This is an optimization exercise on Yosys and OpenROAD, whose aim is small area, a short achievable clock period and few clock cycles per item, not a production implementation. At most, simulation tests tie the RTL to the original design; equivalence was not proved. Power is estimated from default activity; no workload was simulated.

==> flow/design.v <==
module mips_div64(
  input  logic         clk,
  input  logic         reset,
  input  logic [63:0]  srcA,
  input  logic [63:0]  srcB,
  input  logic [4:0]   rob_ptr_in,
  input  logic [1:0]   hilo_prf_ptr_in,
  input  logic         is_signed_div,
  input  logic         start_div,
  output logic [127:0] y,
  output logic [4:0]   rob_ptr_out,
  output logic [1:0]   hilo_prf_ptr_out,
  output logic         ready,
  output logic         complete
);
   localparam integer LG_G = 2;
   localparam integer G = 1 << LG_G;
   localparam integer DW = 66 + G - 1;
   localparam logic [1:0] IDLE = 2'd0, SETUP = 2'd1, ITER = 2'd2, DONE = 2'd3;
   logic [1:0]    r_state;
   logic [64:0]   r_R;        
   logic [DW-1:0] r_D;        
   logic [63:0]   r_Q;        
   logic [6:0]    r_lsA, r_lsB;
   logic [5:0]    r_cnt;
   logic          r_negA, r_qneg, r_inv, r_bz;
   logic [4:0]    r_rob;
   logic [1:0]    r_hilo;
   function automatic logic [6:0] clz64(input logic [63:0] x);
      logic [31:0] z1, c1;
      logic [15:0] z2; logic [31:0] c2;
      logic [7:0]  z3; logic [23:0] c3;
      logic [3:0]  z4; logic [15:0] c4;
      logic [1:0]  z5; logic [9:0]  c5;
      logic        z6; logic [5:0]  c6;
      for (int i = 0; i < 32; i++) begin
         z1[i] = ~(x[2*i+1] | x[2*i]);
         c1[i] = ~x[2*i+1];
      end
      for (int i = 0; i < 16; i++) begin
         z2[i] = z1[2*i+1] & z1[2*i];
         c2[2*i +: 2] = z1[2*i+1] ? {1'b1, c1[2*i]} : {1'b0, c1[2*i+1]};
      end
      for (int i = 0; i < 8; i++) begin
         z3[i] = z2[2*i+1] & z2[2*i];
         c3[3*i +: 3] = z2[2*i+1] ? {1'b1, c2[4*i +: 2]} : {1'b0, c2[4*i+2 +: 2]};
      end
      for (int i = 0; i < 4; i++) begin
         z4[i] = z3[2*i+1] & z3[2*i];
         c4[4*i +: 4] = z3[2*i+1] ? {1'b1, c3[6*i +: 3]} : {1'b0, c3[6*i+3 +: 3]};
      end
      for (int i = 0; i < 2; i++) begin
         z5[i] = z4[2*i+1] & z4[2*i];
         c5[5*i +: 5] = z4[2*i+1] ? {1'b1, c4[8*i +: 4]} : {1'b0, c4[8*i+4 +: 4]};
      end
      z6 = z5[1] & z5[0];
      c6 = z5[1] ? {1'b1, c5[4:0]} : {1'b0, c5[9:5]};
      clz64 = z6 ? 7'd64 : {1'b0, c6};
   endfunction
   logic       sA, sB, qn, bz;
   logic [6:0] lsB;
   assign sA  = is_signed_div & srcA[63];
   assign sB  = is_signed_div & srcB[63];
   assign qn  = sA ^ sB;
   assign bz  = ~|srcB;
   assign lsB = clz64(srcB ^ {64{sB}});
   logic [7:0]    k;
   logic          exit_now;
   logic [DW-1:0] d_lv [LG_G:6];
   logic          fill;
   assign k        = {1'b0, r_lsB} - {1'b0, r_lsA} + {7'd0, r_negA};
   assign exit_now = r_bz | k[7];
   assign fill     = ~r_qneg;
   assign d_lv[LG_G] = {r_D[DW-G:0], {(G-1){fill}}};
   for (genvar l = LG_G; l < 6; l++) begin : g_sh
      assign d_lv[l+1] = k[l] ? {d_lv[l][DW-1-(1<<l):0], {(1<<l){fill}}} : d_lv[l];
   end
   logic [DW-1:0] xs, sum;
   logic          cin, zero, acc;
   assign xs  = {{(DW-65){r_R[64]}}, r_R};
   assign cin = ~r_qneg;
   sk_add #(.W(DW)) u_add (.a(xs), .b(r_D), .cin(cin), .s(sum));
   logic [DW-1:0] zt;
   assign zt   = (xs ^ r_D) ^ {(xs[DW-2:0] | r_D[DW-2:0]), cin};
   assign zero = ~|zt;
   assign acc  = r_negA ? (sum[DW-1] | zero) : ~sum[DW-1];
   logic start, inv_n;
   assign start = (r_state == IDLE) & start_div;
   assign inv_n = r_qneg & acc;
   always_ff @(posedge clk) begin
      if (reset) begin
         r_state <= IDLE;
      end else begin
         case (r_state)
           IDLE:  if (start_div) r_state <= SETUP;
           SETUP: r_state <= exit_now ? IDLE : ITER;
           ITER:  if (r_cnt == 6'd0) r_state <= DONE;
           DONE:  r_state <= IDLE;
         endcase
      end
   end
   always_ff @(posedge clk) begin
      if (start) begin
         r_lsA  <= clz64(srcA ^ {64{sA}});
         r_lsB  <= lsB[6] ? 7'd63 : lsB;
         r_negA <= sA;
         r_qneg <= qn;
         r_bz   <= bz;
         r_rob  <= rob_ptr_in;
         r_hilo <= hilo_prf_ptr_in;
      end
      if (start)
        r_R <= {sA, srcA};
      else if (((r_state == SETUP) & r_qneg | (r_state == ITER)) & acc)
        r_R <= sum[64:0];
      if (r_state == SETUP) begin
         r_inv <= inv_n;
         r_cnt <= k[5:0] | (G - 1);
      end else begin
         r_cnt <= r_cnt - 6'd1;
      end
   end
   always_ff @(posedge clk) begin
      if (start)
        r_D <= {{(DW-64){sB}}, srcB} ^ {DW{~qn}};
      else if (r_state == SETUP)
        r_D <= d_lv[6];
      else
        r_D <= {r_D[DW-1], r_D[DW-1:1]};
      if (start)
        r_Q <= bz ? (qn ? 64'd1 : '1) : '0;
      else if (r_state == SETUP)
        r_Q <= {64{inv_n}};
      else
        r_Q <= {r_Q[62:0], acc ^ r_inv};
   end
   assign complete         = (r_state == DONE) | ((r_state == SETUP) & exit_now);
   assign ready            = (r_state == IDLE) & ~start_div;
   assign y                = {r_R[63:0], r_Q};
   assign rob_ptr_out      = r_rob;
   assign hilo_prf_ptr_out = r_hilo;
endmodule
module sk_add #(parameter integer W = 8)
  (input logic [W-1:0] a, input logic [W-1:0] b, input logic cin,
   output logic [W-1:0] s);
   localparam integer N = W + 1;            
   localparam integer L = (N > 128) ? 8 : (N > 64) ? 7 : (N > 32) ? 6 : (N > 16) ? 5 :
                          (N > 8) ? 4 : (N > 4) ? 3 : (N > 2) ? 2 : 1;
   logic [N-1:0] g [0:L];
   logic [N-1:0] p [0:L];
   assign g[0] = {a & b, cin};
   assign p[0] = {a ^ b, 1'b0};
   for (genvar l = 0; l < L; l++) begin : g_lv
      for (genvar i = 0; i < N; i++) begin : g_b
         if ((i >> l) & 1) begin : g_n
            localparam integer J = ((i >> l) << l) - 1;
            assign g[l+1][i] = g[l][i] | (p[l][i] & g[l][J]);
            assign p[l+1][i] = p[l][i] & p[l][J];
         end else begin : g_c
            assign g[l+1][i] = g[l][i];
            assign p[l+1][i] = p[l][i];
         end
      end
   end
   assign s = (a ^ b) ^ g[L][W-1:0];
endmodule
==> flow/config.mk <==
export PLATFORM = sky130hd
export DESIGN_NAME = mips_div64
export DESIGN_NICKNAME = mips_div64
export VERILOG_FILES = /design/flow/design.v
export SDC_FILE = /design/flow/constraint.sdc
export NUM_CORES = 4
export LEC_CHECK = 0
export CAP_MARGIN = 20
export CORE_MARGIN = 2
export CORE_UTILIZATION = 40
export SLEW_MARGIN = 20
==> flow/constraint.sdc <==
create_clock -name core_clock -period 4.0 [get_ports {clk}]
set_input_delay 0.8000 -clock core_clock [delete_from_list [all_inputs] [get_ports {clk}]]
set_output_delay 0.8000 -clock core_clock [all_outputs]
set_load 0.01 [all_outputs]
run.sh (not shown) runs the stock make flow with config.mk's settings and CLKGATE_MAP_FILE= SYNTH_SCRIPT=/design/flow/synth_recipe.tcl, a recipe that flattens the netlist after the stock synthesis.
The first run ran to the end with no violations.
Testbench counts at the start, summed over its fixed seeds: cycles 34,505, items 2,400.
Rerun with:
--- a/flow/design.v
+++ b/flow/design.v
@@ -145,6 +145,5 @@
    output logic [W-1:0] s);
    localparam integer N = W + 1;            
-   localparam integer L = (N > 128) ? 8 : (N > 64) ? 7 : (N > 32) ? 6 : (N > 16) ? 5 :
-                          (N > 8) ? 4 : (N > 4) ? 3 : (N > 2) ? 2 : 1;
+   localparam integer L = $clog2(N);
    logic [N-1:0] g [0:L];
    logic [N-1:0] p [0:L];
What happened: Cell area does not change. Final cell count is unchanged. Hold slack stays the same. Die area does not change. Routed wire length stays the same. Sequential power stays flat. First-iteration DRC count does not change. Sequential cell count is unchanged. Power stays the same.
For the second run of this note, only the layout was checked, not whether the RTL still works.

[afterwards: timing with drivers on the ports]
No port has a modelled driver above. Below, the same layouts with a new extraction and two added sets of constraints.
Step 1, drivers: a clkbuf_16 drives clk and a buf_2 each remaining input, both assumed.
Step 2 moves the port delays by t, midway between the first and last clock arrival at a register: inputs arrive t later, outputs are due t later. That takes back most of the time a late clock gives input paths.
Slacks: ideal / step 1 / step 2; pairs: ideal / step 1.
| run | shift t [ns] | setup slack, ns | clock arrival spread, ns | worst slew at a driven data input, ns | pins driven straight from the clock port |
|---|---|---|---|---|---|
| the first run | 0.649 | 0.117 / 0.060 / 0.013 | 0.020 / 0.020 | 0.05 | 1 |
| the second run | 0.649 | 0.117 / 0.060 / 0.013 | 0.020 / 0.020 | 0.05 | 1 |
After both steps every run listed still meets setup and hold.
